From an optimization exercise on the open Yosys and OpenROAD flow, aimed at small area and a short achievable clock period; shortcuts taken in it are not production practice.
Where RTL was checked, it was by simulation tests only, not by an equivalence proof against the original.
Power and IR drop assume default switching activity.

==> sierra: inputs <==
==> flow/design.v (excerpt) <==
module cpu(
    input rst_n, clk,
    input [31:0] imem_insn,
    output [31:0] imem_addr,
    output [31:0] trace_instruction, trace_rd_value,
    output [11:0] trace_imm,
    output [4:0] trace_rd, trace_rs1, trace_rs2
);
clock: 5.0 ns
lec_check: 0
cap_margin: 20
core_margin: 2
core_utilization: 60
cts_cluster_diameter: 80
cts_cluster_size: 20
setup_slack_margin: 2.3
slew_margin: 20
synth_hierarchical: 1
synth_minimum_keep_size: 0
run.sh (not shown) runs the stock make flow with config.mk's settings and CLKGATE_MAP_FILE= SYNTH_SCRIPT=/design/flow/synth_recipe.tcl, a recipe that flattens the netlist after the stock synthesis.
==> raven: changes against sierra <==
--- a/flow/config.mk
+++ b/flow/config.mk
@@ -10,7 +10,7 @@
 export CORE_UTILIZATION = 60
 export CTS_CLUSTER_DIAMETER = 80
 export CTS_CLUSTER_SIZE = 20
-export SETUP_SLACK_MARGIN = 2.3
+export SETUP_SLACK_MARGIN = 2.6
 export SLEW_MARGIN = 20
 export SYNTH_HIERARCHICAL = 1
 export SYNTH_MINIMUM_KEEP_SIZE = 0
==> notes <==
- Clock-buffer cell count: sierra is lower than raven (1).
- Against raven, the clock power of sierra is smaller by about 1%.
- Between raven and sierra, the lower critical path depth is in sierra (gap 11).
- Between sierra and raven, the lower first-iteration DRC count is in sierra (gap about 6%, measured against raven).
- In flip-flop and latch count, raven and sierra do not differ.
- In raven the clock skew is lower than in sierra, by 0.00071 ns.
- Routed wire length: sierra is smaller than raven (2.3%).

---

==> amber <==
cpu, a different RTL version from the one above (not shown whole).
==> flow/config.mk <==
export PLATFORM = sky130hd
export DESIGN_NAME = cpu
export DESIGN_NICKNAME = cpu
export VERILOG_FILES = /design/flow/design.v
export SDC_FILE = /design/flow/constraint.sdc
export NUM_CORES = 4
export LEC_CHECK = 0
export CAP_MARGIN = 20
export CORE_MARGIN = 2
export CORE_UTILIZATION = 50
export SETUP_SLACK_MARGIN = 1.8
export SLEW_MARGIN = 20
==> flow/constraint.sdc <==
create_clock -name core_clock -period 5.0 [get_ports {clk}]
set_input_delay 1.0000 -clock core_clock [delete_from_list [all_inputs] [get_ports {clk}]]
set_output_delay 1.0000 -clock core_clock [all_outputs]
set_load 0.01 [all_outputs]
==> maple (differences from amber) <==
--- a/flow/design.v
+++ b/flow/design.v
@@ -16,10 +16,12 @@
     reg [31:0] ir;
     always @(posedge clk) ir <= imem_insn;
     assign trace_instruction = ir;
     assign trace_imm = ir[31:20];
     reg [31:0] a_q, b_q;         
+    reg [6:0]  s1_q, s2_q;
+    reg [2:0]  s3_q;
     reg        we_e;             
     reg [4:0]  rd_e;
     reg        sub_q, sra_q;
     reg [7:0]  sel_q;            
     reg [31:0] res_q;            
@@ -73,11 +75,11 @@
         rs2_t <= rs2;
     end
     wire [31:0] a  = a_q;
     wire [31:0] bx = b_q;        
     wire [32:0] g0 = {a & bx, sub_q};
-    wire [32:0] p0 = {a ^ bx, 1'b0};
+    wire [32:0] p0 = {a | bx, 1'b0};      
     wire [32:0] g1, p1, g2, p2, g3, p3, g4, p4, g5, p5, c;
     genvar gi;
     generate for (gi = 0; gi < 33; gi = gi + 1) begin : g_ks
         if (gi >= 1)  begin : l1 assign g1[gi] = g0[gi] | (p0[gi] & g0[gi-1]);  assign p1[gi] = p0[gi] & p0[gi-1];  end
         else          begin : k1 assign g1[gi] = g0[gi]; assign p1[gi] = p0[gi]; end
@@ -90,43 +92,59 @@
         if (gi >= 16) begin : l5 assign g5[gi] = g4[gi] | (p4[gi] & g4[gi-16]); assign p5[gi] = p4[gi] & p4[gi-16]; end
         else          begin : k5 assign g5[gi] = g4[gi]; assign p5[gi] = p4[gi]; end
         if (gi >= 32) begin : l6 assign c[gi] = g5[gi] | (p5[gi] & g5[gi-32]); end
         else          begin : k6 assign c[gi] = g5[gi]; end
     end endgenerate
-    wire [31:0] p = p0[32:1];
+    wire [31:0] p = a ^ bx;
     wire ltu = ~c[32];
     wire lts = p[31] ? ~c[31] : a[31];
-    wire        left = sel_q[1];
-    wire [31:0] a_rev;
-    generate for (gi = 0; gi < 32; gi = gi + 1) begin : g_rev
-        assign a_rev[gi] = a[31 - gi];
+    wire        fill = sra_q & a[31];
+    wire [37:0] x0 = {{3{fill}}, a, 3'b000};           
+    wire [31:0] l1, l2, shv;
+    generate for (gi = 0; gi < 32; gi = gi + 1) begin : g_sh1
+        assign l1[gi] = (s1_q[0] & x0[gi+3])
+                      | (s1_q[1] & x0[gi+4]) | (s1_q[2] & x0[gi+5]) | (s1_q[3] & x0[gi+6])
+                      | (s1_q[4] & x0[gi+2]) | (s1_q[5] & x0[gi+1]) | (s1_q[6] & x0[gi]);
     end endgenerate
-    wire [31:0] sh_in = left ? a_rev : a;
-    wire        fill  = sra_q & ~left & a[31];
-    wire [31:0] shr   = $signed({fill, sh_in}) >>> bx[4:0];
-    wire [31:0] shl;
-    generate for (gi = 0; gi < 32; gi = gi + 1) begin : g_rev2
-        assign shl[gi] = shr[31 - gi];
+    wire [55:0] x1 = {{12{fill}}, l1, 12'd0};          
+    generate for (gi = 0; gi < 32; gi = gi + 1) begin : g_sh2
+        assign l2[gi] = (s2_q[0] & x1[gi+12])
+                      | (s2_q[1] & x1[gi+16]) | (s2_q[2] & x1[gi+20]) | (s2_q[3] & x1[gi+24])
+                      | (s2_q[4] & x1[gi+8])  | (s2_q[5] & x1[gi+4])  | (s2_q[6] & x1[gi]);
+    end endgenerate
+    wire [63:0] x2 = {{16{fill}}, l2, 16'd0};          
+    generate for (gi = 0; gi < 32; gi = gi + 1) begin : g_sh3
+        assign shv[gi] = (s3_q[0] & x2[gi+16]) | (s3_q[1] & x2[gi+32]) | (s3_q[2] & x2[gi]);
     end endgenerate
     wire [31:0] other =
-          ({32{sel_q[1]}} & shl)
+          ({32{sel_q[1] | sel_q[5]}} & shv)
         | ({32{sel_q[2]}} & {31'd0, lts})
         | ({32{sel_q[3]}} & {31'd0, ltu})
         | ({32{sel_q[4]}} & (a ^ bx))
-        | ({32{sel_q[5]}} & shr)
         | ({32{sel_q[6]}} & (a | bx))
         | ({32{sel_q[7]}} & (a & bx));
     wire [31:0] r0 = other | ({32{sel_q[0]}} &  p);
     wire [31:0] r1 = other | ({32{sel_q[0]}} & ~p);
     assign alu_res = (c[31:0] & r1) | (~c[31:0] & r0);
     wire [31:0] a0 = fe1 ? r0 : a_old;
     wire [31:0] a1 = fe1 ? r1 : a_old;
-    wire [31:0] b0 = (fe2b ? r0 : b_old) ^ {32{sub_d}};
-    wire [31:0] b1 = (fe2b ? r1 : b_old) ^ {32{sub_d}};
+    wire [31:0] bt0 = fe2b ? r0 : b_old;
+    wire [31:0] bt1 = fe2b ? r1 : b_old;
+    wire [31:0] b0 = bt0 ^ {32{sub_d}};
+    wire [31:0] b1 = bt1 ^ {32{sub_d}};
+    wire [4:0] sh = (c[4:0] & bt1[4:0]) | (~c[4:0] & bt0[4:0]);
+    wire       left_d = (f3 == 3'b001);
+    wire [2:0] sh_dec1 = {sh[1:0] == 2'd3, sh[1:0] == 2'd2, sh[1:0] == 2'd1};
+    wire       sh_n1   = (sh[1:0] == 2'd0);
+    wire [2:0] sh_dec2 = {sh[3:2] == 2'd3, sh[3:2] == 2'd2, sh[3:2] == 2'd1};
+    wire       sh_n2   = (sh[3:2] == 2'd0);
     always @(posedge clk) begin
         a_q <= (c[31:0] & a1) | (~c[31:0] & a0);
         b_q <= (c[31:0] & b1) | (~c[31:0] & b0);
+        s1_q <= {left_d ? sh_dec1 : 3'd0, left_d ? 3'd0 : sh_dec1, sh_n1};
+        s2_q <= {left_d ? sh_dec2 : 3'd0, left_d ? 3'd0 : sh_dec2, sh_n2};
+        s3_q <= {left_d & sh[4], ~left_d & sh[4], ~sh[4]};
     end
     always @(posedge clk) begin
         res_q <= alu_res;
         rd_r  <= rd_e;
         we_r  <= we_e;
Settings changed: CTS_CLUSTER_DIAMETER from default to 80, CTS_CLUSTER_SIZE from default to 25, SETUP_SLACK_MARGIN 1.8 to 2.3.
==> summary of the runs <==
maple passed the timing, DRC and antenna checks. amber finished with timing, DRC and antenna clean. Sequential power: maple is higher than amber (about 3%). In amber the register-to-register slack is lower than in maple, by 0.25 ns. Between amber and maple, the lower clock-buffer cell count is in maple (gap 79). Cell count: maple is larger than amber (2.2%). Of amber and maple, maple has the higher wire length (gap 2.8%, measured against maple). Between maple and amber, the lower final area is in amber (gap 1.4%, measured against amber).
==> figures <==
| quantity | amber | maple |
|---|---|---|
| Number of buffers inserted by post-CTS setup repair | 16 | 133 |
| Combined area of all synthesized cells | 56,000 sq um | 56,200 sq um |
| Clock network area share | 6.95% | 3.07% |
| Largest stage delay on the critical path | 1.12 ns | 0.79 ns |
| Effective utilization at floorplan | 50.5% | 50.6% |
| Overall die area | 115,000 sq um | 115,000 sq um |
| Reported net switching power | 0.00818 W | 0.00787 W |
| Outcome | timing/DRC/antenna clean | timing/DRC/antenna clean |
| Clock-pin transition on the worst setup and hold timing paths | 0.06 ns | 0.10 ns |
| Die height | 339 um | 339 um |
| Count of buffer and inverter cells on the critical path | 2 | 1 |
| Number of non-filler instances in the completed layout | 6,040 | 6,175 |
| Utilization of the core after routing | 59.4% | 60.2% |
No functional check of the RTL was part of amber.

==> static timing again, ports no longer ideal <==
In the flow no input, the clock included, has a driving cell. The finished layouts below were timed again as built, in two steps.
Step 1 assumes that a clkbuf_16 drives the clock port and a buf_2 every other input.
Step 2 times the ports against the registers' clock, not the clock port: input delays grow and output delays shrink by t, the midpoint of the rising clock arrivals with the driver on.
Slacks: ideal ports / drivers / drivers and shift; pairs: ideal ports / drivers.
| run | t, ns | slack for setup (ns) | hold WS [ns] | clock arrival spread, ns | cell pins on the clock port's net |
|---|---|---|---|---|---|
| sierra | 0.762 | 2.324 / 2.246 / 1.866 | 0.332 / 0.332 / 0.332 | 0.034 / 0.033 | 1 |
| raven | 0.753 | 2.303 / 2.303 / 1.999 | 0.332 / 0.332 / 0.332 | 0.033 / 0.034 | 1 |
| amber | 0.842 | 1.616 / 1.616 / 1.616 | 0.351 / 0.351 / 0.351 | 0.046 / 0.046 | 1 |
| maple | 0.774 | 1.867 / 1.867 / 1.867 | 0.355 / 0.355 / 0.355 | 0.054 / 0.054 | 1 |
After both steps setup and hold are still met in every run listed. For sierra, which loses most, drivers alone change the setup slack by -0.078 ns; drivers and shift together by -0.458 ns.
